Background: an optimization exercise with open tools, aiming at small area. Do not read the settings as production practice.
At most, simulation tests tie the RTL to the original design; equivalence was not proved.
The RTL of run 5 was laid out without a check of its function.
The clock input has no modelled driver; a real chip could not lean on it and would need a root buffer or a full tree.
Power and IR drop assume default switching activity.

--- flow/design.v ---
`timescale 1ns / 1ps
module myDISP(
		input           clk,
		input           rst_n,
		input           key,
		output   [4:0]  vga_r,
		output   [5:0]  vga_g,
		output   [4:0]  vga_b,
		output          vga_vsync,
		output          vga_hsync,
		output  [16:0]  rom_addr,
		input   [3:0]   rom_data
    );
    reg  [1:0]  hp, vp;
    reg  [8:0]  x;
    reg  [12:0] u;
    reg  [3:0]  d;
    wire hp0 = (hp == 2'd0);
    wire hp1 = (hp == 2'd1);
    wire hp2 = (hp == 2'd2);
    wire hp3 = (hp == 2'd3);
    wire ht  = hp1 | hp2;
    wire vp0 = (vp == 2'd0);
    wire vp3 = (vp == 2'd3);
    wire vt  = vp[0] ^ vp[1];
    wire x216 = x[7] & x[6] & x[4] & x[3];
    wire x399 = x[8] & x[7] & x[3] & x[2] & x[1] & x[0];
    wire x39  = x[5] & x[2] & x[1] & x[0];
    wire hend = (hp0 & x216) | (ht & x399) | (hp3 & x39);
    wire wrap = hp3 & x39;                   
    always @(posedge clk) begin
        if (!rst_n) begin
            hp <= 2'd0;
            x  <= 9'd0;
        end else if (hend) begin
            hp <= hp + 2'd1;
            x  <= 9'd0;
        end else begin
            x  <= x + 9'd1;
        end
    end
    wire u26   = u[4] & u[3] & u[1];
    wire u7499 = u[12] & u[11] & u[10] & u[8] & u[6] & u[3] & u[1] & u[0];
    wire vend  = vp0 ? u26 : u7499;
    wire dn = vt & hp1 & x399;
    wire up = wrap | (vt & ht & ~x399 & (x[3:0] == 4'hf));
    always @(posedge clk) begin
        if (!rst_n) begin
            vp <= 2'd0;
            u  <= 13'd0;
        end else if (vp3 & u[0]) begin
            vp <= 2'd0;
            u  <= 13'd0;
        end else if (wrap & ~vp3 & vend) begin
            vp <= vp + 2'd1;
            u  <= 13'd0;
        end else begin
            u  <= u + {{8{dn}}, 1'b0, dn, 2'b00, up};
        end
    end
    always @(posedge clk) d <= rom_data;
    wire vis = vt & ht & rst_n;
    assign rom_addr = vis ? {u, x[3:0]} : 17'd0;
    assign vga_hsync = rst_n & ~(hp0 & ~x[8] & ~x[7]);
    assign vga_vsync = rst_n & ~(vp0 & ~u[4] & ~u[3] & ~u[2]);
    wire z = ~rst_n | (hp0 & (x[7:0] == 8'd0) & vp0 & (u[4:0] == 5'd0));
    wire kz = key & z;
    wire kv = key & vis;
    wire [3:0] nk2 = ~({4{kz}} | ({4{kv}} & d));
    wire nkz = ~kz;
    wire e     = hp0 & x216;                 
    wire f     = hp1 & x399;                 
    wire lt99  = x < 9'd99;
    wire lt199 = x < 9'd199;
    wire lt299 = x < 9'd299;
    wire nk    = ~key & rst_n;
    wire h1    = nk & hp1;
    wire h2    = nk & hp2;
    wire ek    = nk & e;
    wire fk    = nk & f;
    wire nra = ~(ek | (h1 & lt299) | (h2 & ~lt199));
    wire nrb = ~(ek | (h1 & lt299) | (h2 & ~lt299));
    wire nga = ~((h1 & ~lt99)  | (h2 & (lt99 | ~lt299)));
    wire ngb = ~((h1 & ~lt199) | (h2 & (lt99 | ~lt299)));
    wire nbb = ~(h2 | fk);
    assign vga_r = ~({nk2, nkz}      & {nra, nrb, nra, nra, nra});
    assign vga_g = ~({nk2, nkz, nkz} & {nga, ngb, ngb, ngb, ngb, ngb});
    assign vga_b = ~({nk2, nkz}      & {nbb, nbb, nbb, nbb, nbb});
endmodule
--- flow/flow/run.sh ---
#!/bin/bash
# The standard layout (standard.sh, unchanged synthesis), except:
#  - the port buffers that buffer_ports inserts are buf_1 cells;
#  - after floorplan, logic cells go back to their smallest drive strength;
#  - CTS options (no dummy loads).
set -e
export BUFFER_PORTS_ARGS="-buffer_cell sky130_fd_sc_hd__buf_1"
export POST_FLOORPLAN_TCL="$(pwd)/flow/downsize.tcl"
export CTS_ARGS="-repair_clock_nets -dont_use_dummy_load -buf_list sky130_fd_sc_hd__clkbuf_8 -root_buf sky130_fd_sc_hd__clkbuf_8"
bash standard.sh > standard.log 2>&1
--- flow/flow/downsize.tcl ---
set db [ord::get_db]
set n 0
foreach inst [[ord::get_db_block] getInsts] {
  set name [[$inst getMaster] getName]
  if {[regexp {^(sky130_fd_sc_hd__[a-z0-9]+)_([0-9]+)$} $name -> base drv] && $drv > 1} {
    foreach d {0 1} {
      set m [$db findMaster "${base}_$d"]
      if {$m != "NULL"} { break }
    }
    if {$m != "NULL" && [$m getName] != $name} {
      $inst swapMaster $m
      incr n
    }
  }
}
puts "downsize: $n cells set to their smallest drive strength"
--- flow/standard.sh ---
#!/bin/bash
# synth_recipe.tcl (not shown) runs the flow's synth.tcl, then flattens the netlist and writes it again
# the make line also repeats each setting of config.mk as NAME=value (left out here)
make -C /OpenROAD-flow-scripts/flow DESIGN_CONFIG=/design/flow/config.mk WORK_HOME=/design/flow/orfs CLKGATE_MAP_FILE= SYNTH_SCRIPT=/design/flow/synth_recipe.tcl "${@:-finish}"
--- flow/config.mk ---
export PLATFORM = sky130hd
export DESIGN_NAME = myDISP
export DESIGN_NICKNAME = myDISP
export VERILOG_FILES = /design/flow/design.v
export SDC_FILE = /design/flow/constraint.sdc
export NUM_CORES = 4
export LEC_CHECK = 0
export CAP_MARGIN = 20
export CORE_MARGIN = 2
export CORE_UTILIZATION = 40
export SLEW_MARGIN = 20
--- flow/constraint.sdc ---
create_clock -name core_clock -period 10.0 [get_ports {clk}]
set_input_delay 2.0000 -clock core_clock [delete_from_list [all_inputs] [get_ports {clk}]]
set_output_delay 2.0000 -clock core_clock [all_outputs]
set_load 0.01 [all_outputs]
==> impl_metrics.env, run 1 <==
export IMPL_pin_count=42
export IMPL_layout_drive_gt1_share=0.0176
export IMPL_reg2reg_from="x[2]"
export IMPL_n_fill_cell=506
export IMPL_holdWs_ns=0.489
export IMPL_rows=25
export IMPL_post_cts_buffers=0
export IMPL_max_freq_ghz=0.182
export IMPL_dieArea_mm2=0.00567
export IMPL_min_path_type="reg -> reg"
export IMPL_globalplace_congestion=0.849
export IMPL_synth_most_common_cell="dfxtp_1"
export IMPL_use_met3=0.0423
export IMPL_synth_commonest_cells="dfxtp_1 (30), nor2_1 (28), nand2_1 (27)"
export IMPL_drv_cap=0
export IMPL_drv_slew=0
export IMPL_cts_inserted_buffers=5
export IMPL_synth_flop_cell="dfxtp_1"
export IMPL_grt_pass1_wl_mm=7.17
export IMPL_powerDensity_mw_per_mm2=105
export IMPL_grt_busiest_layer="met2"
export IMPL_cts_tree="done"
export IMPL_worst_r2r_setup_slack_ns=7.31
export IMPL_ys_ff_latch=30
export IMPL_fin_skew_ns=0.0115
export IMPL_synth_async_reset_ratio=0
export IMPL_syn_inst=252
export IMPL_core_mm2=0.00482
export IMPL_portBuffers=41
export IMPL_r2r_cells=10
export IMPL_crit_slowest_cell="and3_1"
export IMPL_cts_buffer_depth=2
export IMPL_clk_pin_slew_worst_paths_ns=0.06
export IMPL_timing_final_crit_share=0.549
export IMPL_gr_usage_met2=0.248
export IMPL_min_period_ns=5.49
export IMPL_route_detailed_drc=0
export IMPL_grtUsageTotal=0.166
export IMPL_netlist_top_cells_area="dfxtp_1 (30%), and2_1 (7.1%), ha_1 (6.2%)"
export IMPL_routed_via_density=5.18
export IMPL_yosys_warnings=1
export IMPL_fin_area_mm2=0.00218
export IMPL_detail_route_wl_per_cell_um=12.7
export IMPL_crit_fanout=21
export IMPL_hold_depth=2
export IMPL_drtIter0Drc=93
export IMPL_synth_area_per_cell_um2=8.07
export IMPL_cts_sink_count=30
export IMPL_clock_latency_ns=0.28
export IMPL_rsz0062_at_grt="false"
export IMPL_cts_hold_buf=0
export IMPL_fp_dieH_um=75.3
export IMPL_critPathMaxStageDelay_ns=0.58
export IMPL_synthToLayoutAreaGrowth_pct=7.13
export IMPL_outcome="no timing/DRC/antenna violations"
export IMPL_post_cts_resized=0
export IMPL_antenna_cells=0
export IMPL_post_synth_top_area_cell="dfxtp_1"
export IMPL_r2r_end="u[8]"
export IMPL_met1_usage=0.238
export IMPL_hp_start="vp[1]"
export IMPL_seq_area_frac_synth=0.295
export IMPL_grt_pass1_vias=1542
export IMPL_crit_path_end_kind="primary output"
export IMPL_path_cells="buf_1 > and3_1 > nand3_1 > o21ai_0 > or3_1 > buf_1"
export IMPL_hold_violations=0
export IMPL_ir_worst_vdd_mv=0.0697
export IMPL_setup_violations=0
export IMPL_syn_num_nets=269
export IMPL_setup_tns_ns=0
export IMPL_whs_endpoint="vp[1]"
export IMPL_vias=1817
export IMPL_worstMarginPinSlew_ns=1.02
export IMPL_yosys_area_top_type_share=0.295
export IMPL_root_buffer="clkbuf_8"
export IMPL_crit_path_start_kind="input port"
export IMPL_critPathArrivalTime_ns=3.49
export IMPL_grt_max_degree=22
export IMPL_dpl_hpwl_mm=3.44
export IMPL_ant_nets=0
export IMPL_crit_required_ns=8.00
export IMPL_placed_area_mm2=0.00211
export IMPL_timing_critical_path_mode_cell="buf_1"
export IMPL_h_tree_depth=2
export IMPL_netlist_area_mm2=0.00203
export IMPL_die_w_um=75.3
export IMPL_grt_overflow_total=0
export IMPL_p_leak_nw=0.842
export IMPL_drt_wl_total_mm=4.47
export IMPL_synth_edf_count=0
export IMPL_ys_types=50
export IMPL_start_util=0.422
export IMPL_worstSetupPathType="in -> out"
export IMPL_num_nets_final=303
export IMPL_antenna_found_initial=0
export IMPL_dr_pass1_iters=4
export IMPL_slew_headroom=0.312
[through the flow]
step	power, W	utilization	std cells	setup slack, ns
floorplan	0.000140	-	252	4.87
global placement	0.000146	0.438	346	4.52
detailed placement	0.000146	0.438	346	4.46
CTS	0.000230	0.452	351	4.45
global route	0.000239	0.452	351	4.25
finish	0.000228	0.452	351	4.51
[cell type report]
class | instances | area [µm²] | share of cell area
Timing Repair Buffer | 41 | 154 | 0.0706
Inverter | 9 | 33.8 | 0.0155
Tap cell | 67 | 83.8 | 0.0385
Clock buffer | 5 | 68.8 | 0.0316
Multi-Input combinational cell | 199 | 1240 | 0.568
Sequential cell | 30 | 601 | 0.276
[registers in the layout, summed over array words and instances, names as in the netlist]
name / cells
vp: 2
x: 9
d: 4
u: 13
hp: 2
[placed cells by master (no fill, tap or decap), types with 2 or more instances in the layout]
cell type,Yosys,layout
a21boi_0,1,2
a21o_1,2,2
a21oi_1,10,10
a221oi_1,0,2
a22oi_1,4,4
and2_1,23,23
and3_1,5,5
buf_1,0,41
clkbuf_8,0,5
dfxtp_1,30,30
ha_1,10,10
inv_1,9,9
mux2i_1,4,4
nand2_1,27,27
nand3_1,16,19
nand3b_1,2,2
nand4_1,5,5
nor2_1,28,29
nor2b_1,3,3
nor3_1,4,5
nor3b_1,1,3
nor4_1,1,4
nor4b_1,1,2
o21ai_0,2,2
or3_1,3,3
xnor2_1,9,9
xor2_1,11,11
[critical path: cells and delay by family]
family / cells / cell delay (ns)
buffers and inverters: 2 / 0.44
AND/OR/NAND/NOR: 3 / 0.93
AO/OA/AOI/OAI: 1 / 0.11
[worst max-delay path by stage]
stage | start | slack [ns] | to | depth (start not counted)
final | rst_n | 4.51 | vga_r[3] | 6
after global routing | rst_n | 4.25 | vga_r[3] | 6
after CTS | rst_n | 4.45 | vga_r[3] | 6
after detailed placement | rst_n | 4.46 | vga_r[3] | 6
after global placement | rst_n | 4.52 | vga_b[3] | 5
after floorplan | rst_n | 4.87 | vga_g[1] | 7
[cells by family (layout without fill, tap and decap cells)]
logic type,after synthesis,count (layout),share of synthesized area
AND/OR/NAND/NOR,131,131,0.360
flip-flops,30,30,0.295
multiplexers,4,4,0.0197
buffers and inverters,23,55,0.0474
XOR/XNOR,20,20,0.0861
AO/OA/AOI/OAI,34,34,0.130
adder cells (fa/ha/maj),10,10,0.0615
[power by group]
part           internal, W  switching, W  leakage [nW]
combinational   0.00000713     0.0000122         0.562
clock            0.0000447     0.0000409        0.0359
sequential        0.000121    0.00000196         0.244
[per-layer routing]
metal | vias to the layer above | wire (µm) | share of wire
met1 | 849 | 2230 | 0.50
met4 | 0 | 45 | 0.010
li1 | 931 | - | -
met5 | - | 0 | 0
met3 | 6 | 154 | 0.034
met2 | 31 | 2030 | 0.46
==> run 2: changes to the inputs <==
--- a/flow/flow/run.sh
+++ b/flow/flow/run.sh
@@ -6,5 +6,5 @@
 set -e
 export BUFFER_PORTS_ARGS="-buffer_cell sky130_fd_sc_hd__buf_1"
 export POST_FLOORPLAN_TCL="$(pwd)/flow/downsize.tcl"
-export CTS_ARGS="-repair_clock_nets -dont_use_dummy_load -buf_list sky130_fd_sc_hd__clkbuf_8 -root_buf sky130_fd_sc_hd__clkbuf_8"
+export CTS_ARGS="-sink_clustering_enable -repair_clock_nets -dont_use_dummy_load -buf_list sky130_fd_sc_hd__clkbuf_2 -root_buf sky130_fd_sc_hd__clkbuf_4"
 bash standard.sh > standard.log 2>&1
==> impl_metrics.env, run 2 <==
export IMPL_outcome="no timing/DRC/antenna violations"
export IMPL_regArea_um2=601
export IMPL_pre_cts_ws_ns=4.46
export IMPL_ant_nets=0
export IMPL_worstMarginPinSlew_ns=1.03
export IMPL_rsz0062_at_grt="false"
export IMPL_synth_most_common_cell="dfxtp_1"
export IMPL_crit_buf_inv=2
export IMPL_rows=25
export IMPL_synth_async_reset_ratio=0
export IMPL_post_synth_top_area_cell="dfxtp_1"
export IMPL_setup_violations=0
export IMPL_ir_worst_vdd_mv=0.0537
export IMPL_critPathMaxStageDelay_ns=0.59
export IMPL_ys_ff_latch=30
export IMPL_core_mm2=0.00482
export IMPL_timing_critical_path_mode_cell="buf_1"
export IMPL_dieArea_mm2=0.00567
export IMPL_crit_fanout=21
export IMPL_worst_r2r_setup_slack_ns=7.27
export IMPL_p_seq_frac=0.602
export IMPL_finalWorstSetupSlack_ns=4.50
export IMPL_drv_slew=0
export IMPL_crit_path_end_kind="primary output"
export IMPL_seq_area_frac_synth=0.295
export IMPL_grt_overflow_total=0
export IMPL_crit_path_start_kind="input port"
export IMPL_crit_slowest_cell="and3_1"
export IMPL_total_power_w=0.000205
export IMPL_powerDensity_mw_per_mm2=95.3
export IMPL_cts_buffer_depth=2
export IMPL_globalplace_congestion=0.849
export IMPL_root_buffer="clkbuf_4"
export IMPL_place_inst=346
export IMPL_cp_top_family="simple AND/OR/NAND/NOR gates"
export IMPL_fp_dieH_um=75.3
export IMPL_crit_required_ns=8.00
export IMPL_n_fill_cell=512
export IMPL_multiInputGateArea_mm2=0.00124
export IMPL_syn_num_nets=269
export IMPL_grt_pass1_vias=1546
export IMPL_antenna_found_initial=0
export IMPL_slew_headroom=0.310
export IMPL_dpl_hpwl_mm=3.44
export IMPL_post_cts_buffers=0
export IMPL_synth_edf_count=0
export IMPL_whs_endpoint="vp[1]"
export IMPL_reg_top3="u: 13 flops, x: 9 flops, d: 4 flops"
export IMPL_netlist_top_cells_area="dfxtp_1 (30%), and2_1 (7.1%), ha_1 (6.2%)"
export IMPL_synthToLayoutAreaGrowth_pct=5.60
export IMPL_clkPwrFrac=0.304
export IMPL_cts_tree="done"
export IMPL_synth_flop_cell="dfxtp_1"
export IMPL_min_path_type="reg -> reg"
export IMPL_final_common_cell="buf_1"
export IMPL_r2r_end="u[12]"
export IMPL_post_cts_resized=0
export IMPL_top_register="u"
export IMPL_detail_route_wl_per_cell_um=12.7
export IMPL_clock_latency_ns=0.34
export IMPL_cts_sink_count=30
export IMPL_synth_area_per_cell_um2=8.07
export IMPL_start_util=0.422
export IMPL_antenna_cells=0
export IMPL_portBuffers=41
export IMPL_pin_count=42
export IMPL_cts_inserted_buffers=5
export IMPL_drv_cap=0
export IMPL_largest_reg_flops=13
export IMPL_sw_frac_of_total=0.259
export IMPL_p_sw_w=0.0000530
export IMPL_synth_commonest_cells="dfxtp_1 (30), nor2_1 (28), nand2_1 (27)"
export IMPL_routed_via_density=5.20
export IMPL_drt_wl_total_mm=4.47
export IMPL_grtUsageTotal=0.166
export IMPL_ys_types=50
export IMPL_path_cells="buf_1 > and3_1 > nand3_1 > o21ai_0 > or3_1 > buf_1"
export IMPL_drtIter0Drc=109
export IMPL_h_tree_depth=2
export IMPL_hold_violations=0
export IMPL_vias=1825
export IMPL_grt_max_degree=22
export IMPL_hold_depth=2
export IMPL_setup_tns_ns=0
export IMPL_critPathArrivalTime_ns=3.50
export IMPL_cts_hold_buf=0
export IMPL_num_nets_final=303
export IMPL_syn_inst=252
export IMPL_fin_skew_ns=0.0210
export IMPL_layout_drive_gt1_share=0.0176
export IMPL_instances_no_fill=351
export IMPL_p_int_w=0.000152
export IMPL_reg2reg_from="x[2]"
export IMPL_grt_pass1_wl_mm=7.20
export IMPL_yosys_area_top_type_share=0.295
export IMPL_p_leak_nw=0.829
export IMPL_dr_pass1_iters=4
export IMPL_final_cell_mix="buf_1 (41), dfxtp_1 (30), nor2_1 (29), nand2_1 (27), and2_1 (23)"
export IMPL_route_detailed_drc=0
export IMPL_max_freq_ghz=0.182
export IMPL_worstSetupPathType="in -> out"
export IMPL_clk_pin_slew_worst_paths_ns=0.08
export IMPL_netlist_area_mm2=0.00203
export IMPL_pwr_share_comb=0.094
export IMPL_die_w_um=75.3
export IMPL_yosys_warnings=1
export IMPL_timing_final_crit_share=0.550
export IMPL_min_period_ns=5.50
export IMPL_hp_start="vp[1]"
export IMPL_r2r_cells=10
## run 2: worst max-delay path by stage
stage / cells after the start / end / startpoint / slack, ns
6_report: 6 / vga_r[3] / rst_n / 4.50
5_1_grt: 6 / vga_r[3] / rst_n / 4.25
4_1_cts: 6 / vga_r[3] / rst_n / 4.45
3_5_place_dp: 6 / vga_r[3] / rst_n / 4.46
3_3_place_gp: 5 / vga_b[3] / rst_n / 4.52
2_1_floorplan: 7 / vga_g[1] / rst_n / 4.87
## run 2: logic make-up after synthesis
group | count (synthesis) | share of synthesized area
flops | 30 | 0.295
fa+ha+maj | 10 | 0.0615
compound gates | 34 | 0.130
buf+inv | 23 | 0.0474
xor+xnor | 20 | 0.0861
mux | 4 | 0.0197
simple gates | 131 | 0.360
## run 2: worst min-delay path, cell delays in order (launching register included)
cell	delay [ns]
dfxtp_1	0.33
nand2_1	0.06
a21oi_1	0.06
## run 2: routing by layer
metal | up-vias | global-route usage | routed length (µm)
li1 | 931 | - | -
met1 | 838 | 0.237 | 2170
met2 | 50 | 0.253 | 2030
met3 | 6 | 0.0423 | 228
met4 | 0 | 0.0351 | 43
met5 | - | 0 | 0
## run 2: area by class of cell
type | instances | share of cell area
Sequential cell | 30 | 0.280
Timing Repair Buffer | 41 | 0.0716
Inverter | 9 | 0.0157
Tap cell | 67 | 0.0390
Clock buffer | 5 | 0.0175
Multi-Input combinational cell | 199 | 0.577
## run 2: power by group through the flow
stage                      logic, W  clock network, W  registers, W
final                     0.0000193         0.0000623      0.000123
after floorplan           0.0000146                 0      0.000125
after CTS                 0.0000196         0.0000638      0.000123
after detailed placement  0.0000196                 0      0.000126
after global routing      0.0000220         0.0000690      0.000124
after global placement    0.0000196                 0      0.000126
## run 2: metrics by stage
step | hold WS (ns) | utilization | area, µm²
5_1_grt | 0.530 | 0.446 | 2150
3_3_place_gp | 0.468 | 0.438 | 2110
4_1_cts | 0.492 | 0.446 | 2150
3_5_place_dp | 0.478 | 0.438 | 2110
2_1_floorplan | 0.452 | - | 2030
6_report | 0.492 | 0.446 | 2150
==> run 3: changes to the inputs <==
--- a/flow/design.v
+++ b/flow/design.v
@@ -15,14 +15,14 @@
     reg  [8:0]  x;
     reg  [12:0] u;
     reg  [3:0]  d;
-    wire hp0 = (hp == 2'd0);
-    wire hp1 = (hp == 2'd1);
-    wire hp2 = (hp == 2'd2);
-    wire hp3 = (hp == 2'd3);
-    wire ht  = hp1 | hp2;
-    wire vp0 = (vp == 2'd0);
-    wire vp3 = (vp == 2'd3);
-    wire vt  = vp[0] ^ vp[1];
+    wire hp0 = ~hp[1] & ~hp[0];
+    wire hp1 = ~hp[1] &  hp[0];
+    wire hp2 =  hp[1] &  hp[0];
+    wire hp3 =  hp[1] & ~hp[0];
+    wire ht  = hp[0];
+    wire vp0 = ~vp[1] & ~vp[0];
+    wire vp3 =  vp[1] & ~vp[0];
+    wire vt  = vp[0];
     wire x216 = x[7] & x[6] & x[4] & x[3];
     wire x399 = x[8] & x[7] & x[3] & x[2] & x[1] & x[0];
     wire x39  = x[5] & x[2] & x[1] & x[0];
@@ -33,7 +33,7 @@
             hp <= 2'd0;
             x  <= 9'd0;
         end else if (hend) begin
-            hp <= hp + 2'd1;
+            hp <= {hp[0], ~hp[1]};
             x  <= 9'd0;
         end else begin
             x  <= x + 9'd1;
@@ -44,6 +44,28 @@
     wire vend  = vp0 ? u26 : u7499;
     wire dn = vt & hp1 & x399;
     wire up = wrap | (vt & ht & ~x399 & (x[3:0] == 4'hf));
+    reg [12:0] ut;
+    reg        c, b;
+    integer    i;
+    always @* begin
+        c = up;
+        b = dn;
+        for (i = 0; i < 13; i = i + 1) begin
+            if (i < 3) begin
+                ut[i] = c;
+            end else if (i == 3) begin
+                ut[i] = c | dn;
+                b     = dn & ~u[3];
+            end else if (i == 4) begin
+                ut[i] = c | (dn & u[3]);
+                b     = dn & ~(u[3] & u[4]);
+            end else begin
+                ut[i] = c | b;
+                b     = b & ~u[i];
+            end
+            c = c & u[i];
+        end
+    end
     always @(posedge clk) begin
         if (!rst_n) begin
             vp <= 2'd0;
@@ -52,10 +74,10 @@
             vp <= 2'd0;
             u  <= 13'd0;
         end else if (wrap & ~vp3 & vend) begin
-            vp <= vp + 2'd1;
+            vp <= {vp[0], ~vp[1]};
             u  <= 13'd0;
         end else begin
-            u  <= u + {{8{dn}}, 1'b0, dn, 2'b00, up};
+            u  <= u ^ ut;
         end
     end
     always @(posedge clk) d <= rom_data;
==> impl_metrics.env, run 3 <==
export IMPL_outcome="no timing/DRC/antenna violations"
export IMPL_path_cells="buf_1 > inv_1 > nor2_1 > nand3_1 > nand3b_1 > buf_1"
export IMPL_cts_buffer_depth=2
export IMPL_crit_required_ns=8.00
export IMPL_cts_tree="done"
export IMPL_route_detailed_drc=0
export IMPL_detail_route_wl_per_cell_um=12.9
export IMPL_netlist_top_cells_area="dfxtp_1 (32%), nor2_1 (7.5%), xor2_1 (5.2%)"
export IMPL_min_path_type="reg -> reg"
export IMPL_cts_sink_count=30
export IMPL_synthToLayoutAreaGrowth_pct=5.31
export IMPL_seq_area_frac_synth=0.323
export IMPL_core_mm2=0.00441
export IMPL_grt_pass1_vias=1481
export IMPL_post_cts_buffers=0
export IMPL_grt_overflow_total=0
export IMPL_drt_wl_total_mm=4.12
export IMPL_antenna_found_initial=0
export IMPL_crit_slowest_cell="nor2_1"
export IMPL_globalplace_congestion=0.861
export IMPL_layout_drive_gt1_share=0.0224
export IMPL_cp_top_family="simple AND/OR/NAND/NOR gates"
export IMPL_worstMarginPinSlew_ns=0.843
export IMPL_vias=1697
export IMPL_antenna_cells=0
export IMPL_rows=24
export IMPL_routed_via_density=5.30
export IMPL_die_w_um=72.2
export IMPL_n_fill_cell=477
export IMPL_dieArea_mm2=0.00521
export IMPL_worstSetupPathType="in -> out"
export IMPL_crit_path_start_kind="input port"
export IMPL_crit_buf_inv=3
export IMPL_final_cell_mix="buf_1 (41), nor2_1 (38), dfxtp_1 (30), nand2_1 (21), inv_1 (17)"
export IMPL_yosys_area_top_type_share=0.323
export IMPL_synth_commonest_cells="nor2_1 (37), dfxtp_1 (30), nand2_1 (21)"
export IMPL_clock_latency_ns=0.34
export IMPL_grt_pass1_wl_mm=6.82
export IMPL_ant_nets=0
export IMPL_drv_slew=0
export IMPL_crit_fanout=15
export IMPL_drv_cap=0
export IMPL_portBuffers=41
export IMPL_timing_final_crit_share=0.572
export IMPL_hold_depth=1
export IMPL_synth_area_per_cell_um2=8.02
export IMPL_total_power_w=0.000213
export IMPL_syn_inst=232
export IMPL_cts_hold_buf=0
export IMPL_powerDensity_mw_per_mm2=109
export IMPL_post_synth_top_area_cell="dfxtp_1"
export IMPL_synth_flop_cell="dfxtp_1"
export IMPL_synth_edf_count=0
export IMPL_largest_reg_flops=13
export IMPL_synth_most_common_cell="nor2_1"
export IMPL_syn_num_nets=244
export IMPL_drtIter0Drc=136
export IMPL_r2r_cells=11
export IMPL_multiInputGateArea_mm2=0.00103
export IMPL_fin_util=0.444
export IMPL_hold_violations=0
export IMPL_critPathArrivalTime_ns=3.72
export IMPL_clk_pin_slew_worst_paths_ns=0.08
export IMPL_num_nets_final=282
export IMPL_min_period_ns=5.72
export IMPL_fin_skew_ns=0.0275
export IMPL_grt_max_degree=16
export IMPL_fp_dieH_um=72.2
export IMPL_dpl_hpwl_mm=3.03
export IMPL_root_buffer="clkbuf_4"
export IMPL_yosys_warnings=1
export IMPL_regArea_um2=601
export IMPL_post_cts_resized=0
export IMPL_setup_violations=0
export IMPL_slew_headroom=0.436
export IMPL_final_common_cell="buf_1"
export IMPL_rsz0062_at_grt="false"
export IMPL_timing_critical_path_mode_cell="buf_1"
export IMPL_cp_depth=6
export IMPL_critPathMaxStageDelay_ns=0.71
export IMPL_start_util=0.421
export IMPL_dr_pass1_iters=4
export IMPL_h_tree_depth=2
export IMPL_crit_path_end_kind="primary output"
export IMPL_ir_worst_vdd_mv=0.0361
export IMPL_setup_tns_ns=0
export IMPL_ys_ff_latch=30
export IMPL_pin_count=42
export IMPL_max_freq_ghz=0.175
export IMPL_synth_async_reset_ratio=0
export IMPL_netlist_area_mm2=0.00186
export IMPL_cts_inserted_buffers=5
export IMPL_grtUsageTotal=0.165
export IMPL_ys_types=53
export IMPL_top_register="u"
export IMPL_reg_top3="u: 13 flops, x: 9 flops, d: 4 flops"
export IMPL_p_leak_nw=0.743
-- run 3: logic make-up after synthesis --
group	count (synthesis)	share of synthesized area
XOR/XNOR	18	0.0847
multiplexers	1	0.00538
AND/OR/NAND/NOR	120	0.345
adder cells (fa/ha/maj)	5	0.0336
AO/OA/AOI/OAI	30	0.137
flip-flops	30	0.323
buffers and inverters	28	0.0720
-- run 3: where the power goes --
group	switching [W]	internal, W
Sequential	0.00000241	0.000122
Clock	0.0000392	0.0000234
Combinational	0.0000172	0.00000946
-- run 3: metrics by stage --
stage | hold slack [ns] | worst slack (ns) | cells | cell area, µm²
6_report | 0.511 | 4.28 | 320 | 1960
3_3_place_gp | 0.478 | 4.39 | 315 | 1920
5_1_grt | 0.538 | 3.90 | 320 | 1960
3_5_place_dp | 0.487 | 4.26 | 315 | 1920
2_1_floorplan | 0.462 | 5.13 | 232 | 1860
4_1_cts | 0.507 | 4.26 | 320 | 1960
-- run 3: per-layer routing --
metal  GRT usage  routed length (µm)
met5           0                   0
met4      0.0629                  59
met1       0.223                2020
met3      0.0431                 262
met2       0.253                1770
-- run 3: final timing paths --
path | startpoint | endpoint | slack [ns]
setup / recovery | rst_n | vga_g[5] | 4.28
hold / removal | x[0] | x[0] | 0.51
setup reg to reg | hp[1] | u[8] | 6.98
hold reg to reg | x[0] | x[0] | 0.51
-- run 3: layout make-up --
class | instances | share of cell area
Sequential cell | 30 | 0.307
Clock buffer | 5 | 0.0192
Timing Repair Buffer | 42 | 0.0824
Inverter | 17 | 0.0326
Tap cell | 52 | 0.0332
Multi-Input combinational cell | 174 | 0.526
==> run 4: changes to the inputs <==
==> flow/flow/run.sh (replaced) <==
#!/bin/bash
# The standard layout (standard.sh, unchanged synthesis), except:
#  - the port buffers that buffer_ports inserts are buf_1 cells;
#  - after floorplan, logic cells go back to their smallest drive strength
#    and the logic between registers is re-mapped for area (restructure);
#  - CTS with clkbuf_2 leaves, a clkbuf_4 root and no dummy loads.
set -e
LIB=/OpenROAD-flow-scripts/flow/platforms/sky130hd/lib/sky130_fd_sc_hd__tt_025C_1v80.lib
DONT_USE=$(make -s -C /OpenROAD-flow-scripts/flow DESIGN_CONFIG=$(pwd)/config.mk print-DONT_USE_CELLS 2>/dev/null | sed 's/^DONT_USE_CELLS[:=]* *//')
echo "dont use: $DONT_USE" > libfilter.log
python3 flow/libfilter.py $LIB $(pwd)/rmp.lib $DONT_USE >> libfilter.log 2>&1
export RMP_LIB="$(pwd)/rmp.lib"
export BUFFER_PORTS_ARGS="-buffer_cell sky130_fd_sc_hd__buf_1"
export POST_FLOORPLAN_TCL="$(pwd)/flow/downsize.tcl"
export CTS_ARGS="-sink_clustering_enable -repair_clock_nets -dont_use_dummy_load -buf_list sky130_fd_sc_hd__clkbuf_2 -root_buf sky130_fd_sc_hd__clkbuf_4"
bash standard.sh > standard.log 2>&1
--- a/flow/flow/downsize.tcl
+++ b/flow/flow/downsize.tcl
@@ -14,3 +14,11 @@
   }
 }
 puts "downsize: $n cells set to their smallest drive strength"
+
+# Re-map the logic for area with OpenROAD's restructure (ABC).
+file mkdir [file join $::env(OBJECTS_DIR) rmp]
+report_design_area
+restructure -target area -liberty_file $::env(RMP_LIB) \
+  -tielo_port sky130_fd_sc_hd__conb_1/LO -tiehi_port sky130_fd_sc_hd__conb_1/HI \
+  -work_dir [file join $::env(OBJECTS_DIR) rmp] -abc_logfile [file join $::env(LOG_DIR) rmp_abc.log]
+report_design_area
==> flow/flow/libfilter.py (new file) <==
# Write a copy of a liberty file without the cells named on the command line
# (the platform's DONT_USE_CELLS), for restructure's ABC run.
import re, sys
src, dst = sys.argv[1], sys.argv[2]
drop = set(sys.argv[3:])
out = []
skip = False
depth = 0
for line in open(src):
    if not skip:
        m = re.match(r'\s*cell\s*\(\s*"?([\w]+)"?\s*\)', line)
        if m and m.group(1) in drop:
            skip = True
            depth = 0
    if skip:
        depth += line.count('{') - line.count('}')
        if depth <= 0 and '}' in line:
            skip = False
        continue
    out.append(line)
open(dst, 'w').writelines(out)
==> impl_metrics.env, run 4 <==
export IMPL_outcome="no timing/DRC/antenna violations"
export IMPL_routed_wl_met3_um=229
export IMPL_cts_hold_buf=0
export IMPL_root_buffer="clkbuf_4"
export IMPL_core_mm2=0.00441
export IMPL_dpl_hpwl_mm=2.93
export IMPL_clock_latency_ns=0.33
export IMPL_fin_area_mm2=0.00184
export IMPL_whs_endpoint="x[0]"
export IMPL_top_register="u"
export IMPL_post_cts_resized=0
export IMPL_cts_sink_count=30
export IMPL_timing_final_crit_share=0.583
export IMPL_max_freq_ghz=0.172
export IMPL_setup_tns_ns=0
export IMPL_antenna_cells=0
export IMPL_die_w_um=72.2
export IMPL_min_path_type="reg -> reg"
export IMPL_drt_wl_total_mm=3.85
export IMPL_m1WireLength_mm=1.96
export IMPL_worst_r2r_setup_slack_ns=6.62
export IMPL_ir_worst_vdd_mv=0.0410
export IMPL_crit_slowest_cell="or4_1"
export IMPL_synth_flop_cell="dfxtp_1"
export IMPL_dieArea_mm2=0.00521
export IMPL_synthToLayoutAreaGrowth_pct=-1.01
export IMPL_pre_cts_ws_ns=4.21
export IMPL_synth_fa_ha_area_frac=0.0336
export IMPL_routed_via_density=5.06
export IMPL_worstSetupPathType="in -> out"
export IMPL_holdWs_ns=0.462
export IMPL_cts_tree="done"
export IMPL_synth_top_family_by_area="simple AND/OR/NAND/NOR gates"
export IMPL_synth_async_reset_ratio=0
export IMPL_top_layer_used="met4"
export IMPL_worstMarginPinSlew_ns=0.998
export IMPL_place_inst=319
export IMPL_crit_required_ns=8.00
export IMPL_rows=24
export IMPL_globalplace_congestion=0.822
export IMPL_seq_area_frac_synth=0.323
export IMPL_crit_path_end_kind="primary output"
export IMPL_h_tree_depth=2
export IMPL_synth_commonest_cells="nor2_1 (37), dfxtp_1 (30), nand2_1 (21)"
export IMPL_slew_headroom=0.330
export IMPL_vias=1640
export IMPL_cts_buffer_depth=2
export IMPL_grtUsageTotal=0.158
export IMPL_layout_drive_gt1_share=0.0184
export IMPL_p_leak_nw=0.576
export IMPL_antenna_found_initial=0
export IMPL_grt_max_degree=23
export IMPL_post_cts_buffers=0
export IMPL_start_util=0.421
export IMPL_post_synth_top_area_cell="dfxtp_1"
export IMPL_portBuffers=41
export IMPL_synth_compound_area_frac=0.137
export IMPL_dr_wl_met2_mm=1.63
export IMPL_synth_edf_count=0
export IMPL_final_common_cell="nor2_1"
export IMPL_crit_buf_inv=4
export IMPL_synth_simple_area_share=0.345
export IMPL_fin_skew_ns=0.0171
export IMPL_crit_path_start_kind="input port"
export IMPL_drv_slew=0
export IMPL_yosys_warnings=1
export IMPL_path_cells="buf_1 > clkinv_1 > or4_1 > nor2_1 > a32oi_1 > clkinv_1 > a31oi_1 > o21ai_0 > or2_0 > buf_1"
export IMPL_synth_area_per_cell_um2=8.02
export IMPL_syn_inst=232
export IMPL_hp_start="x[0]"
export IMPL_syn_num_nets=244
export IMPL_drtIter0Drc=96
export IMPL_num_nets_final=281
export IMPL_ant_nets=0
export IMPL_fp_dieH_um=72.2
export IMPL_grt_pass1_wl_mm=6.33
export IMPL_grt_overflow_total=0
export IMPL_finalWorstSetupSlack_ns=4.17
export IMPL_hold_depth=1
export IMPL_instances_no_fill=324
export IMPL_largest_reg_flops=13
export IMPL_placed_area_mm2=0.00180
export IMPL_min_period_ns=5.83
export IMPL_final_cell_mix="nor2_1 (57), buf_1 (41), clkinv_1 (41), dfxtp_1 (30), o21ai_0 (13)"
export IMPL_hold_violations=0
export IMPL_cp_top_family="simple AND/OR/NAND/NOR gates"
export IMPL_dr_pass1_iters=4
export IMPL_synth_xor_area_frac=0.0847
export IMPL_ys_ff_latch=30
export IMPL_critPathArrivalTime_ns=3.83
export IMPL_grt_pass1_vias=1399
export IMPL_netlist_top_cells_area="dfxtp_1 (32%), nor2_1 (7.5%), xor2_1 (5.2%)"
export IMPL_reg2reg_from="x[0]"
export IMPL_ys_types=53
export IMPL_reg_top3="u: 13 flops, x: 9 flops, d: 4 flops"
export IMPL_powerDensity_mw_per_mm2=113
export IMPL_crit_fanout=6
export IMPL_synth_most_common_cell="nor2_1"
export IMPL_yosys_area_top_type_share=0.323
export IMPL_route_detailed_drc=0
export IMPL_rsz0062_at_grt="false"
export IMPL_muxShareOfSynthArea=0.00538
export IMPL_cts_inserted_buffers=5
export IMPL_r2r_end="u[11]"
export IMPL_r2r_cells=16
export IMPL_critPathMaxStageDelay_ns=0.55
export IMPL_setup_violations=0
export IMPL_detail_route_wl_per_cell_um=11.9
export IMPL_netlist_area_mm2=0.00186
export IMPL_clk_pin_slew_worst_paths_ns=0.09
export IMPL_drv_cap=0
export IMPL_pin_count=42
==> run 4: changes by cell type in the layout (fill, tap and decap cells not counted), moves of 7 or more <==
cell / previous run / this run
clkinv_1: 0 / 41
nor2_1: 38 / 57
inv_1: 17 / 0
and2_1: 13 / 0
o21ai_0: 2 / 13
xor2_1: 11 / 0
nand2_1: 21 / 11
or2_0: 2 / 10
nor3_1: 16 / 9
xnor2_1: 7 / 0
==> run 4: worst max-delay path by stage <==
stage          start  endpoint  slack (ns)  depth (start not counted)
2_1_floorplan    key  vga_g[1]        5.13                          6
3_3_place_gp     key  vga_r[2]        4.30                         10
3_5_place_dp     key  vga_r[4]        4.21                         10
4_1_cts          key  vga_r[4]        4.17                         10
5_1_grt          key  vga_r[2]        3.98                         10
6_report         key  vga_r[2]        4.17                         10
==> run 4: cell type report <==
| type | instances | area (µm²) |
|---|---|---|
| Clock buffer | 5 | 37.5 |
| Tap cell | 52 | 65.1 |
| Fill cell | 494 | 2570 |
| Inverter | 41 | 154 |
| Sequential cell | 30 | 601 |
| Timing Repair Buffer | 41 | 154 |
| Multi-Input combinational cell | 155 | 831 |
==> run 4: routing by layer <==
layer	track usage	up-vias
met1	0.216	717
met2	0.226	37
met5	0	-
met4	0.0671	0
met3	0.0528	6
li1	-	880
==> run 4: per-stage QoR <==
step	utilization	power (W)
after floorplan	-	0.000148
after global placement	0.409	0.000148
after detailed placement	0.409	0.000148
after CTS	0.417	0.000211
after global routing	0.417	0.000219
final	0.417	0.000208
==> run 4: kinds of logic after synthesis <==
group / count (synthesis)
AO/OA/AOI/OAI: 30
XOR/XNOR: 18
adder cells (fa/ha/maj): 5
buffers and inverters: 28
flip-flops: 30
multiplexers: 1
AND/OR/NAND/NOR: 120
==> run 4: power breakdown <==
part	internal (W)	switching [W]	leakage, nW
Sequential	0.000121	0.000000925	0.244
Combinational	0.00000790	0.0000152	0.310
Clock	0.0000234	0.0000390	0.0230
Total	0.000152	0.0000551	0.576
==> run 5: changes to the inputs <==
--- a/flow/design.v
+++ b/flow/design.v
@@ -28,6 +28,16 @@
     wire x39  = x[5] & x[2] & x[1] & x[0];
     wire hend = (hp0 & x216) | (ht & x399) | (hp3 & x39);
     wire wrap = hp3 & x39;                   
+    reg [8:0] xt;
+    reg       xc;
+    integer   j;
+    always @* begin
+        xc = 1'b1;
+        for (j = 0; j < 9; j = j + 1) begin
+            xt[j] = xc;
+            xc    = xc & x[j];
+        end
+    end
     always @(posedge clk) begin
         if (!rst_n) begin
             hp <= 2'd0;
@@ -36,7 +46,7 @@
             hp <= {hp[0], ~hp[1]};
             x  <= 9'd0;
         end else begin
-            x  <= x + 9'd1;
+            x  <= x ^ xt;
         end
     end
     wire u26   = u[4] & u[3] & u[1];
--- a/flow/flow/run.sh
+++ b/flow/flow/run.sh
@@ -12,5 +12,6 @@
 export RMP_LIB="$(pwd)/rmp.lib"
 export BUFFER_PORTS_ARGS="-buffer_cell sky130_fd_sc_hd__buf_1"
 export POST_FLOORPLAN_TCL="$(pwd)/flow/downsize.tcl"
-export CTS_ARGS="-sink_clustering_enable -repair_clock_nets -dont_use_dummy_load -buf_list sky130_fd_sc_hd__clkbuf_2 -root_buf sky130_fd_sc_hd__clkbuf_4"
+export CTS_ARGS="-sink_clustering_enable -repair_clock_nets -dont_use_dummy_load -buf_list sky130_fd_sc_hd__clkbuf_4 -root_buf sky130_fd_sc_hd__clkbuf_16"
+export POST_CTS_TCL="$(pwd)/flow/clocktree.tcl"
 bash standard.sh > standard.log 2>&1
==> flow/flow/clocktree.tcl (new file) <==
# After CTS: drive every register clock pin straight from the root clock
# buffer, removing the leaf buffers of the (balanced, two-level) H-tree.
set block [ord::get_db_block]
set n 0
foreach inst [$block getInsts] {
  if {![regexp {^clkbuf_[0-9]+_[0-9]+__f_} [$inst getName]]} { continue }
  set in_net [[$inst findITerm A] getNet]
  set out_net [[$inst findITerm X] getNet]
  foreach it [$out_net getITerms] {
    if {[$it getInst] == $inst} { continue }
    $it disconnect
    $it connect $in_net
  }
  [$inst findITerm A] disconnect
  [$inst findITerm X] disconnect
  odb::dbInst_destroy $inst
  odb::dbNet_destroy $out_net
  incr n
}
puts "clocktree: removed $n leaf clock buffers"
estimate_parasitics -placement
report_clock_skew
report_check_types -max_slew -max_capacitance -violators
==> impl_metrics.env, run 5 <==
export IMPL_min_path_type="reg -> reg"
export IMPL_worstSetupPathType="in -> out"
export IMPL_total_power_w=0.000191
export IMPL_antenna_cells=0
export IMPL_crit_buf_inv=3
export IMPL_pin_count=42
export IMPL_syn_inst=244
export IMPL_crit_slowest_cell="a311oi_1"
export IMPL_ys_ff_latch=30
export IMPL_cp_top_family="compound AO/OA/AOI/OAI gates"
export IMPL_crit_required_ns=8.00
export IMPL_crit_path_start_kind="input port"
export IMPL_synth_area_per_cell_um2=8.24
export IMPL_synth_flop_cell="dfxtp_1"
export IMPL_reg_top3="u: 13 flops, x: 9 flops, d: 4 flops"
export IMPL_post_synth_top_area_cell="dfxtp_1"
export IMPL_ys_types=57
export IMPL_dpl_hpwl_mm=2.94
export IMPL_largest_reg_flops=13
export IMPL_synth_fa_ha_area_frac=0.0685
export IMPL_routed_via_density=5.03
export IMPL_timing_critical_path_mode_cell="buf_1"
export IMPL_grt_overflow_total=0
export IMPL_dr_pass1_iters=4
export IMPL_hold_violations=0
export IMPL_yosys_area_top_type_share=0.299
export IMPL_critPathMaxStageDelay_ns=0.32
export IMPL_globalplace_congestion=0.825
export IMPL_netlist_top_cells_area="dfxtp_1 (30%), and2_1 (7.5%), ha_1 (6.8%)"
export IMPL_vias=1639
export IMPL_layout_drive_gt1_share=0.00772
export IMPL_path_cells="buf_1 > clkinv_1 > a31oi_1 > nor3_1 > a311oi_1 > o21ai_0 > or2_0 > buf_1"
export IMPL_outcome="no timing/DRC/antenna violations"
export IMPL_netlist_area_mm2=0.00201
export IMPL_top_register="u"
export IMPL_core_mm2=0.00479
export IMPL_portBuffers=41
export IMPL_synth_xor_area_frac=0.0131
export IMPL_synth_async_reset_ratio=0
export IMPL_fin_skew_ns=0.00948
export IMPL_synth_compound_area_frac=0.185
export IMPL_cts_sink_count=30
export IMPL_setup_violations=0
export IMPL_synth_edf_count=0
export IMPL_yosys_warnings=1
export IMPL_drv_slew=0
export IMPL_route_detailed_drc=0
export IMPL_num_nets_final=268
export IMPL_grt_pass1_wl_mm=6.38
export IMPL_drv_cap=0
export IMPL_grt_max_degree=31
export IMPL_grt_pass1_vias=1386
export IMPL_synth_most_common_cell="dfxtp_1"
export IMPL_antenna_found_initial=0
export IMPL_start_util=0.420
export IMPL_drtIter0Drc=243
export IMPL_synth_simple_area_share=0.352
export IMPL_ir_worst_vdd_mv=0.0723
export IMPL_synth_commonest_cells="dfxtp_1 (30), and2_1 (24), nand3_1 (18)"
export IMPL_instances_no_fill=326
export IMPL_slew_headroom=0.406
export IMPL_crit_fanout=8
export IMPL_powerDensity_mw_per_mm2=104
export IMPL_detail_route_wl_per_cell_um=11.8
export IMPL_syn_num_nets=262
export IMPL_place_inst=325
export IMPL_fp_dieH_um=74.9
export IMPL_crit_path_end_kind="primary output"
export IMPL_clk_pin_slew_worst_paths_ns=0.11
export IMPL_worstMarginPinSlew_ns=0.888
export IMPL_clock_latency_ns=0.17
export IMPL_fin_area_mm2=0.00183
export IMPL_critPathArrivalTime_ns=3.83
export IMPL_muxShareOfSynthArea=0.0249
export IMPL_setup_tns_ns=0
export IMPL_min_period_ns=5.83
export IMPL_die_w_um=74.9
export IMPL_synthToLayoutAreaGrowth_pct=-9.09
export IMPL_dieArea_mm2=0.00561
export IMPL_timing_final_crit_share=0.583
export IMPL_synth_top_family_by_area="simple AND/OR/NAND/NOR gates"
export IMPL_placed_area_mm2=0.00180
export IMPL_ant_nets=0
export IMPL_grtUsageTotal=0.162
export IMPL_rows=25
export IMPL_final_cell_mix="buf_1 (41), nor2_1 (41), clkinv_1 (39), dfxtp_1 (30), or2_0 (11)"
export IMPL_max_freq_ghz=0.172
export IMPL_rsz0062_at_grt="false"
export IMPL_p_leak_nw=0.520
export IMPL_seq_area_frac_synth=0.299
export IMPL_drt_wl_total_mm=3.85
==> run 5: report_power, final <==
group          switching (W)   total, W  internal (W)  leakage [nW]
Sequential       0.000000868   0.000122      0.000121         0.244
Clock              0.0000302  0.0000489     0.0000186        0.0123
Combinational      0.0000130  0.0000201    0.00000714         0.264
Total              0.0000441   0.000191      0.000147         0.520
==> run 5: final timing paths <==
kind | from | end | slack [ns] | depth (start not counted)
max | rst_n | vga_r[2] | 4.17 | 8
min | x[0] | x[0] | 0.48 | 1
max reg2reg | x[0] | u[12] | 6.44 | 12
min reg2reg | x[0] | x[0] | 0.48 | 1
==> run 5: layout make-up <==
type,count,area (µm²)
clock buffers,1,25.0
well taps,67,83.8
inverters,39,146
flip-flops and latches,30,601
multi-input cells,147,811
repair buffers,42,161
fillers,530,2960
==> run 5: cells by family (layout without fill, tap and decap cells) <==
kind of cell             after synthesis  after routing
multiplexers                           5              0
adder cells (fa/ha/maj)               11              0
buffers and inverters                 26             82
AND/OR/NAND/NOR                      119             94
AO/OA/AOI/OAI                         50             53
XOR/XNOR                               3              0
flip-flops                            30             30
==> run 5: worst reg2reg max path, delay by kind of cell, from the launching register on <==
kind / cells / cell delay, ns
AO/OA/AOI/OAI: 2 / 0.33
buffers and inverters: 3 / 0.54
flip-flops: 1 / 0.39
AND/OR/NAND/NOR: 7 / 2.23
==> run 5: per-layer routing <==
| layer | share of wire | GRT usage |
|---|---|---|
| met5 | 0 | 0 |
| met4 | 0.019 | 0.0437 |
| met3 | 0.075 | 0.0187 |
| met2 | 0.44 | 0.251 |
| met1 | 0.47 | 0.239 |
==> run 5: stage by stage <==
step | hold WS [ns] | util | setup slack, ns
6_report | 0.480 | 0.382 | 4.17
5_1_grt | 0.528 | 0.382 | 3.90
3_5_place_dp | 0.454 | 0.377 | 4.21
3_3_place_gp | 0.442 | 0.377 | 4.31
2_1_floorplan | 0.487 | - | 5.06
==> run 6: changes to the inputs <==
--- a/flow/design.v
+++ b/flow/design.v
@@ -95,7 +95,9 @@
     assign rom_addr = vis ? {u, x[3:0]} : 17'd0;
     assign vga_hsync = rst_n & ~(hp0 & ~x[8] & ~x[7]);
     assign vga_vsync = rst_n & ~(vp0 & ~u[4] & ~u[3] & ~u[2]);
-    wire z = ~rst_n | (hp0 & (x[7:0] == 8'd0) & vp0 & (u[4:0] == 5'd0));
+    reg  zr;
+    always @(posedge clk) zr <= ~rst_n;
+    wire z = ~rst_n | zr;
     wire kz = key & z;
     wire kv = key & vis;
     wire [3:0] nk2 = ~({4{kz}} | ({4{kv}} & d));
--- a/flow/flow/run.sh
+++ b/flow/flow/run.sh
@@ -3,7 +3,9 @@
 #  - the port buffers that buffer_ports inserts are buf_1 cells;
 #  - after floorplan, logic cells go back to their smallest drive strength
 #    and the logic between registers is re-mapped for area (restructure);
-#  - CTS with clkbuf_2 leaves, a clkbuf_4 root and no dummy loads.
+#  - CTS builds its tree with no dummy loads; after CTS every register clock
+#    pin is driven by the single clkbuf_16 root buffer (flow/clocktree.tcl),
+#    so all registers sit at the same clock level.
 set -e
 LIB=/OpenROAD-flow-scripts/flow/platforms/sky130hd/lib/sky130_fd_sc_hd__tt_025C_1v80.lib
 DONT_USE=$(make -s -C /OpenROAD-flow-scripts/flow DESIGN_CONFIG=$(pwd)/config.mk print-DONT_USE_CELLS 2>/dev/null | sed 's/^DONT_USE_CELLS[:=]* *//')
==> impl_metrics.env, run 6 <==
export IMPL_reg_top3="u: 13 flops, x: 9 flops, d: 4 flops"
export IMPL_drv_slew=0
export IMPL_use_met3=0.0180
export IMPL_crit_path_end_kind="primary output"
export IMPL_ir_worst_vdd_mv=0.0847
export IMPL_hold_violations=0
export IMPL_clk_pin_slew_worst_paths_ns=0.12
export IMPL_critPathMaxStageDelay_ns=0.52
export IMPL_met1_usage=0.238
export IMPL_dpl_hpwl_mm=2.72
export IMPL_drv_cap=0
export IMPL_antenna_found_initial=0
export IMPL_antenna_cells=0
export IMPL_gr_usage_met2=0.241
export IMPL_ys_ff_latch=31
export IMPL_placed_area_mm2=0.00176
export IMPL_ant_nets=0
export IMPL_synthToLayoutAreaGrowth_pct=-5.56
export IMPL_crit_fanout=10
export IMPL_pin_count=42
export IMPL_r2r_cells=12
export IMPL_start_util=0.408
export IMPL_holdWs_ns=0.459
export IMPL_yosys_warnings=1
export IMPL_drtIter0Drc=161
export IMPL_fin_area_mm2=0.00178
export IMPL_worstSetupPathType="in -> out"
export IMPL_grt_pass1_wl_mm=5.75
export IMPL_path_cells="buf_1 > clkinv_1 > nor4_1 > clkinv_1 > o21ai_0 > or2_0 > buf_1"
export IMPL_syn_inst=233
export IMPL_clock_latency_ns=0.18
export IMPL_netlist_top_cells_area="dfxtp_1 (33%), and2_1 (7.6%), ha_1 (6.6%)"
export IMPL_post_synth_top_area_cell="dfxtp_1"
export IMPL_rsz0062_at_grt="false"
export IMPL_globalplace_congestion=0.813
export IMPL_portBuffers=41
export IMPL_grt_overflow_total=0
export IMPL_setup_tns_ns=0
export IMPL_route_detailed_drc=0
export IMPL_seq_area_frac_synth=0.328
export IMPL_min_period_ns=5.83
export IMPL_outcome="no timing/DRC/antenna violations"
export IMPL_largest_reg_flops=13
export IMPL_synth_flop_cell="dfxtp_1"
export IMPL_fin_skew_ns=0.00527
export IMPL_syn_num_nets=250
export IMPL_final_cell_mix="nor2_1 (43), buf_1 (41), clkinv_1 (36), dfxtp_1 (31), o21ai_0 (18)"
export IMPL_powerDensity_mw_per_mm2=108
export IMPL_min_path_type="reg -> reg"
export IMPL_hold_depth=1
export IMPL_routed_via_density=5.20
export IMPL_top_register="u"
export IMPL_num_nets_final=263
export IMPL_crit_required_ns=8.00
export IMPL_dieArea_mm2=0.00529
export IMPL_yosys_area_top_type_share=0.328
export IMPL_synth_async_reset_ratio=0
export IMPL_layout_drive_gt1_share=0.00787
export IMPL_cts_sink_count=31
export IMPL_cp_top_family="buffers and inverters"
export IMPL_grtUsageTotal=0.157
export IMPL_max_freq_ghz=0.171
export IMPL_grt_max_degree=32
export IMPL_die_w_um=72.7
export IMPL_crit_buf_inv=4
export IMPL_slew_headroom=0.430
export IMPL_p_leak_nw=0.520
export IMPL_grt_pass1_vias=1316
export IMPL_core_mm2=0.00463
export IMPL_grt_busiest_layer="met2"
export IMPL_synth_commonest_cells="dfxtp_1 (31), and2_1 (23), nand2_1 (14)"
export IMPL_fp_dieH_um=72.7
export IMPL_synth_area_per_cell_um2=8.11
export IMPL_drt_wl_total_mm=3.65
export IMPL_crit_path_start_kind="input port"
export IMPL_ys_types=49
export IMPL_netlist_area_mm2=0.00189
export IMPL_worstMarginPinSlew_ns=0.853
export IMPL_detail_route_wl_per_cell_um=11.8
export IMPL_synth_edf_count=0
export IMPL_dr_pass1_iters=7
export IMPL_setup_violations=0
export IMPL_fin_util=0.385
export IMPL_crit_slowest_cell="nor4_1"
export IMPL_vias=1602
export IMPL_final_common_cell="nor2_1"
export IMPL_critPathArrivalTime_ns=3.83
export IMPL_synth_most_common_cell="dfxtp_1"
export IMPL_cp_depth=7
export IMPL_timing_final_crit_share=0.583
export IMPL_rows=25
run 6: report_power, final:
group	internal (W)	switching, W	total (W)	leakage (nW)
registers	0.000125	0.000000678	0.000126	0.252
logic	0.00000512	0.0000102	0.0000153	0.256
clock network	0.0000188	0.0000326	0.0000514	0.0123
run 6: final cells by class:
type,instances,area [µm²]
repair buffers,42,161
well taps,54,67.6
fillers,516,2850
flip-flops and latches,31,621
multi-input cells,144,774
clock buffers,1,25.0
inverters,36,135
run 6: through the flow:
stage	instances	setup slack, ns	total power (W)
floorplan	233	5.09	0.000140
global placement	307	4.30	0.000144
detailed placement	307	4.19	0.000144
global route	308	3.90	0.000202
finish	308	4.17	0.000193
run 6: final timing paths:
| path | start | endpoint | slack (ns) |
|---|---|---|---|
| max | rst_n | vga_g[3] | 4.17 |
| min | x[0] | x[0] | 0.46 |
| max reg2reg | x[0] | u[12] | 6.21 |
| min reg2reg | x[0] | x[0] | 0.46 |
run 6: kinds of logic after synthesis:
logic type,count (synthesis),share of synthesized area
simple gates,115,0.355
compound gates,49,0.171
flops,31,0.328
buf+inv,21,0.0444
fa+ha+maj,10,0.0662
mux,4,0.0212
xor+xnor,3,0.0139
run 6: layer usage:
| layer | part of all wire | routed length, µm | vias up |
|---|---|---|---|
| li1 | - | - | 835 |
| met1 | 0.47 | 1720 | 716 |
| met2 | 0.46 | 1680 | 47 |
| met3 | 0.060 | 218 | 4 |
| met4 | 0.0079 | 29 | 0 |
| met5 | 0 | 0 | - |
==> run 7: changes to the inputs <==
--- a/flow/design.v
+++ b/flow/design.v
@@ -38,7 +38,7 @@
             xc    = xc & x[j];
         end
     end
-    always @(posedge clk) begin
+    always @(posedge clk or negedge rst_n) begin
         if (!rst_n) begin
             hp <= 2'd0;
             x  <= 9'd0;
@@ -76,7 +76,7 @@
             c = c & u[i];
         end
     end
-    always @(posedge clk) begin
+    always @(posedge clk or negedge rst_n) begin
         if (!rst_n) begin
             vp <= 2'd0;
             u  <= 13'd0;
@@ -91,13 +91,18 @@
         end
     end
     always @(posedge clk) d <= rom_data;
-    wire vis = vt & ht & rst_n;
+    wire vis = vt & ht;
     assign rom_addr = vis ? {u, x[3:0]} : 17'd0;
-    assign vga_hsync = rst_n & ~(hp0 & ~x[8] & ~x[7]);
-    assign vga_vsync = rst_n & ~(vp0 & ~u[4] & ~u[3] & ~u[2]);
+    assign vga_hsync = ~(hp0 & ~x[8] & ~x[7]);
+    assign vga_vsync = ~(vp0 & ~u[4] & ~u[3] & ~u[2]);
     reg  zr;
-    always @(posedge clk) zr <= ~rst_n;
-    wire z = ~rst_n | zr;
+    always @(posedge clk or negedge rst_n) begin
+        if (!rst_n)
+            zr <= 1'b1;
+        else
+            zr <= ~rst_n;
+    end
+    wire z = zr;
     wire kz = key & z;
     wire kv = key & vis;
     wire [3:0] nk2 = ~({4{kz}} | ({4{kv}} & d));
@@ -107,7 +112,7 @@
     wire lt99  = x < 9'd99;
     wire lt199 = x < 9'd199;
     wire lt299 = x < 9'd299;
-    wire nk    = ~key & rst_n;
+    wire nk    = ~key;
     wire h1    = nk & hp1;
     wire h2    = nk & hp2;
     wire ek    = nk & e;
==> impl_metrics.env, run 7 <==
export IMPL_setup_violations=0
export IMPL_fin_skew_ns=0.00584
export IMPL_sw_frac_of_total=0.208
export IMPL_crit_slowest_cell="a222oi_1"
export IMPL_ys_ff_latch=31
export IMPL_crit_path_start_kind="input port"
export IMPL_start_util=0.419
export IMPL_crit_buf_inv=3
export IMPL_hold_violations=0
export IMPL_reg2reg_from="x[0]"
export IMPL_final_cell_mix="buf_1 (41), nor2_1 (34), clkinv_1 (32), dfrtp_1 (26), o21ai_0 (16)"
export IMPL_layout_drive_gt1_share=0.00823
export IMPL_drtIter0Drc=112
export IMPL_grtUsageTotal=0.163
export IMPL_synth_flop_cell="dfrtp_1"
export IMPL_powerDensity_mw_per_mm2=98.5
export IMPL_max_freq_ghz=0.186
export IMPL_min_path_type="reg -> reg"
export IMPL_instances_no_fill=310
export IMPL_syn_num_nets=241
export IMPL_pwr_share_comb=0.058
export IMPL_p_sw_w=0.0000390
export IMPL_routed_via_density=5.11
export IMPL_seq_area_frac_synth=0.380
export IMPL_top_register="u"
export IMPL_portBuffers=41
export IMPL_netlist_top_cells_area="dfrtp_1 (33%), and3_1 (7.5%), ha_1 (6.3%)"
export IMPL_dieArea_mm2=0.00556
export IMPL_yosys_area_top_type_share=0.327
export IMPL_clk_pin_slew_worst_paths_ns=0.11
export IMPL_final_common_cell="buf_1"
export IMPL_grt_busiest_layer="met2"
export IMPL_hold_depth=1
export IMPL_dpl_hpwl_mm=2.92
export IMPL_synthToLayoutAreaGrowth_pct=-4.34
export IMPL_synth_commonest_cells="dfrtp_1 (26), and3_1 (24), nand2_1 (17)"
export IMPL_cp_top_family="compound AO/OA/AOI/OAI gates"
export IMPL_gr_usage_met2=0.269
export IMPL_route_detailed_drc=0
export IMPL_die_w_um=74.5
export IMPL_synth_async_reset_ratio=0.871
export IMPL_grt_pass1_wl_mm=6.31
export IMPL_fin_area_mm2=0.00190
export IMPL_post_synth_top_area_cell="dfrtp_1"
export IMPL_antenna_cells=0
export IMPL_rows=25
export IMPL_vias=1584
export IMPL_globalplace_congestion=0.774
export IMPL_fp_dieH_um=74.5
export IMPL_p_int_w=0.000149
export IMPL_met1_usage=0.234
export IMPL_clock_latency_ns=0.17
export IMPL_synth_most_common_cell="dfrtp_1"
export IMPL_worstMarginPinSlew_ns=0.806
export IMPL_use_met3=0.0163
export IMPL_placed_area_mm2=0.00188
export IMPL_grt_max_degree=32
export IMPL_fin_util=0.401
export IMPL_grt_pass1_vias=1413
export IMPL_p_leak_nw=0.712
export IMPL_ir_worst_vdd_mv=0.0873
export IMPL_largest_reg_flops=13
export IMPL_worstSetupPathType="in -> out"
export IMPL_p_seq_frac=0.675
export IMPL_crit_fanout=7
export IMPL_whs_endpoint="x[0]"
export IMPL_cts_sink_count=31
export IMPL_core_mm2=0.00475
export IMPL_crit_path_end_kind="primary output"
export IMPL_antenna_found_initial=0
export IMPL_outcome="no timing/DRC/antenna violations"
export IMPL_path_cells="buf_1 > clkinv_1 > a222oi_1 > o21ai_0 > or2_0 > buf_1"
export IMPL_drv_slew=0
export IMPL_slew_headroom=0.460
export IMPL_reg_top3="u: 13 flops, x: 9 flops, d: 4 flops"
export IMPL_synth_edf_count=0
export IMPL_r2r_cells=13
export IMPL_grt_overflow_total=0
export IMPL_num_nets_final=252
export IMPL_drt_wl_total_mm=3.94
export IMPL_syn_inst=224
export IMPL_yosys_warnings=1
export IMPL_hp_start="x[0]"
export IMPL_netlist_area_mm2=0.00199
export IMPL_clkPwrFrac=0.267
export IMPL_crit_required_ns=8.00
export IMPL_pin_count=42
export IMPL_setup_tns_ns=0
export IMPL_r2r_end="u[12]"
export IMPL_detail_route_wl_per_cell_um=12.7
export IMPL_n_fill_cell=514
export IMPL_ys_types=49
export IMPL_min_period_ns=5.38
export IMPL_timing_final_crit_share=0.538
export IMPL_drv_cap=0
export IMPL_dr_pass1_iters=4
export IMPL_total_power_w=0.000187
export IMPL_cp_depth=6
export IMPL_rsz0062_at_grt="false"
export IMPL_place_inst=309
export IMPL_synth_area_per_cell_um2=8.89
export IMPL_ant_nets=0
export IMPL_critPathArrivalTime_ns=3.38
export IMPL_critPathMaxStageDelay_ns=0.37
export IMPL_timing_critical_path_mode_cell="buf_1"
export IMPL_worst_r2r_setup_slack_ns=6.21
[run 7: power groups by stage]
stage                 logic, W  clock network [W]  registers [W]
floorplan           0.00000464                  0       0.000129
global placement     0.0000112                  0       0.000129
detailed placement   0.0000112                  0       0.000129
global route         0.0000126          0.0000570       0.000127
finish               0.0000109          0.0000500       0.000127
[run 7: final cells by class]
class,count,area [µm²],share of cell area
Sequential cell,31,757,0.398
Multi-Input combinational cell,137,757,0.398
Timing Repair Buffer,42,161,0.0848
Inverter,32,120,0.0631
Tap cell,67,83.8,0.0440
Clock buffer,1,25.0,0.0131
[run 7: worst max-delay path by stage]
stage | from | slack (ns) | to
2_1_floorplan | key | 5.24 | vga_g[1]
3_5_place_dp | key | 4.64 | vga_r[2]
5_1_grt | key | 4.51 | vga_g[3]
6_report | key | 4.62 | vga_r[2]
3_3_place_gp | key | 4.71 | vga_r[4]
[run 7: per-stage QoR]
stage / setup slack [ns] / hold WS (ns)
2_1_floorplan: 5.24 / 0.460
3_3_place_gp: 4.71 / 0.455
3_5_place_dp: 4.64 / 0.454
5_1_grt: 4.51 / 0.503
6_report: 4.62 / 0.470
[run 7: kinds of logic after synthesis]
group | count (synthesis) | share of synthesized area
AND/OR/NAND/NOR | 106 | 0.294
AO/OA/AOI/OAI | 45 | 0.170
flip-flops | 31 | 0.380
buffers and inverters | 23 | 0.0503
adder cells (fa/ha/maj) | 10 | 0.0629
multiplexers | 5 | 0.0251
XOR/XNOR | 4 | 0.0176
[run 7: worst reg2reg max path, delay by kind of cell (launching register included)]
kind,cells,cell delay [ns]
buffers and inverters,2,0.34
AOI/OAI and AO/OA,3,0.58
and+or+nand+nor,8,2.38
DFF,1,0.39
[run 7: metal layers]
layer	vias up	share of wire	wire (µm)
met5	-	0	0
met2	23	0.47	1860
li1	805	-	-
met3	2	0.032	128
met4	0	0.0086	34
met1	754	0.49	1920

## static timing again, ports no longer ideal
How much do the figures lean on ideal ports? The routed layouts below were timed once more, with nothing changed but the port constraints.
Step 1, drivers: a clkbuf_16 drives clk and a buf_2 each remaining input, both assumed.
Step 2 adds t to the input delays and takes it off the output delays; t is the mean of the earliest and latest rising clock arrival at the registers after step 1. Input paths then give back, and output paths get back, about the clock's delay inside the block.
Three values: ideal ports, drivers, drivers and shift; two values: the first two.
run | shift t [ns] | setup slack, ns | worst hold slack (ns) | slew at the worst register clock pin (ns) | pins driven straight from the clock port
run 1 | 0.300 | 4.507 / 4.486 / 4.486 | 0.489 / 0.489 / 0.489 | 0.07 / 0.07 | 1
run 2 | 0.350 | 4.498 / 4.476 / 4.476 | 0.492 / 0.492 / 0.492 | 0.10 / 0.10 | 1
run 3 | 0.347 | 4.279 / 4.255 / 4.255 | 0.511 / 0.511 / 0.511 | 0.10 / 0.10 | 1
run 4 | 0.346 | 4.173 / 4.146 / 4.146 | 0.462 / 0.462 / 0.462 | 0.09 / 0.09 | 1
run 5 | 0.200 | 4.170 / 4.148 / 4.148 | 0.480 / 0.480 / 0.480 | 0.11 / 0.11 | 1
run 6 | 0.203 | 4.166 / 4.139 / 4.139 | 0.459 / 0.459 / 0.459 | 0.12 / 0.12 | 1
run 7 | 0.201 | 4.616 / 4.588 / 4.588 | 0.470 / 0.470 / 0.470 | 0.11 / 0.11 | 1
After both steps setup and hold are still met in every run listed. For run 7, which loses most, drivers alone change the setup slack by -0.028 ns; drivers and shift together by -0.028 ns.
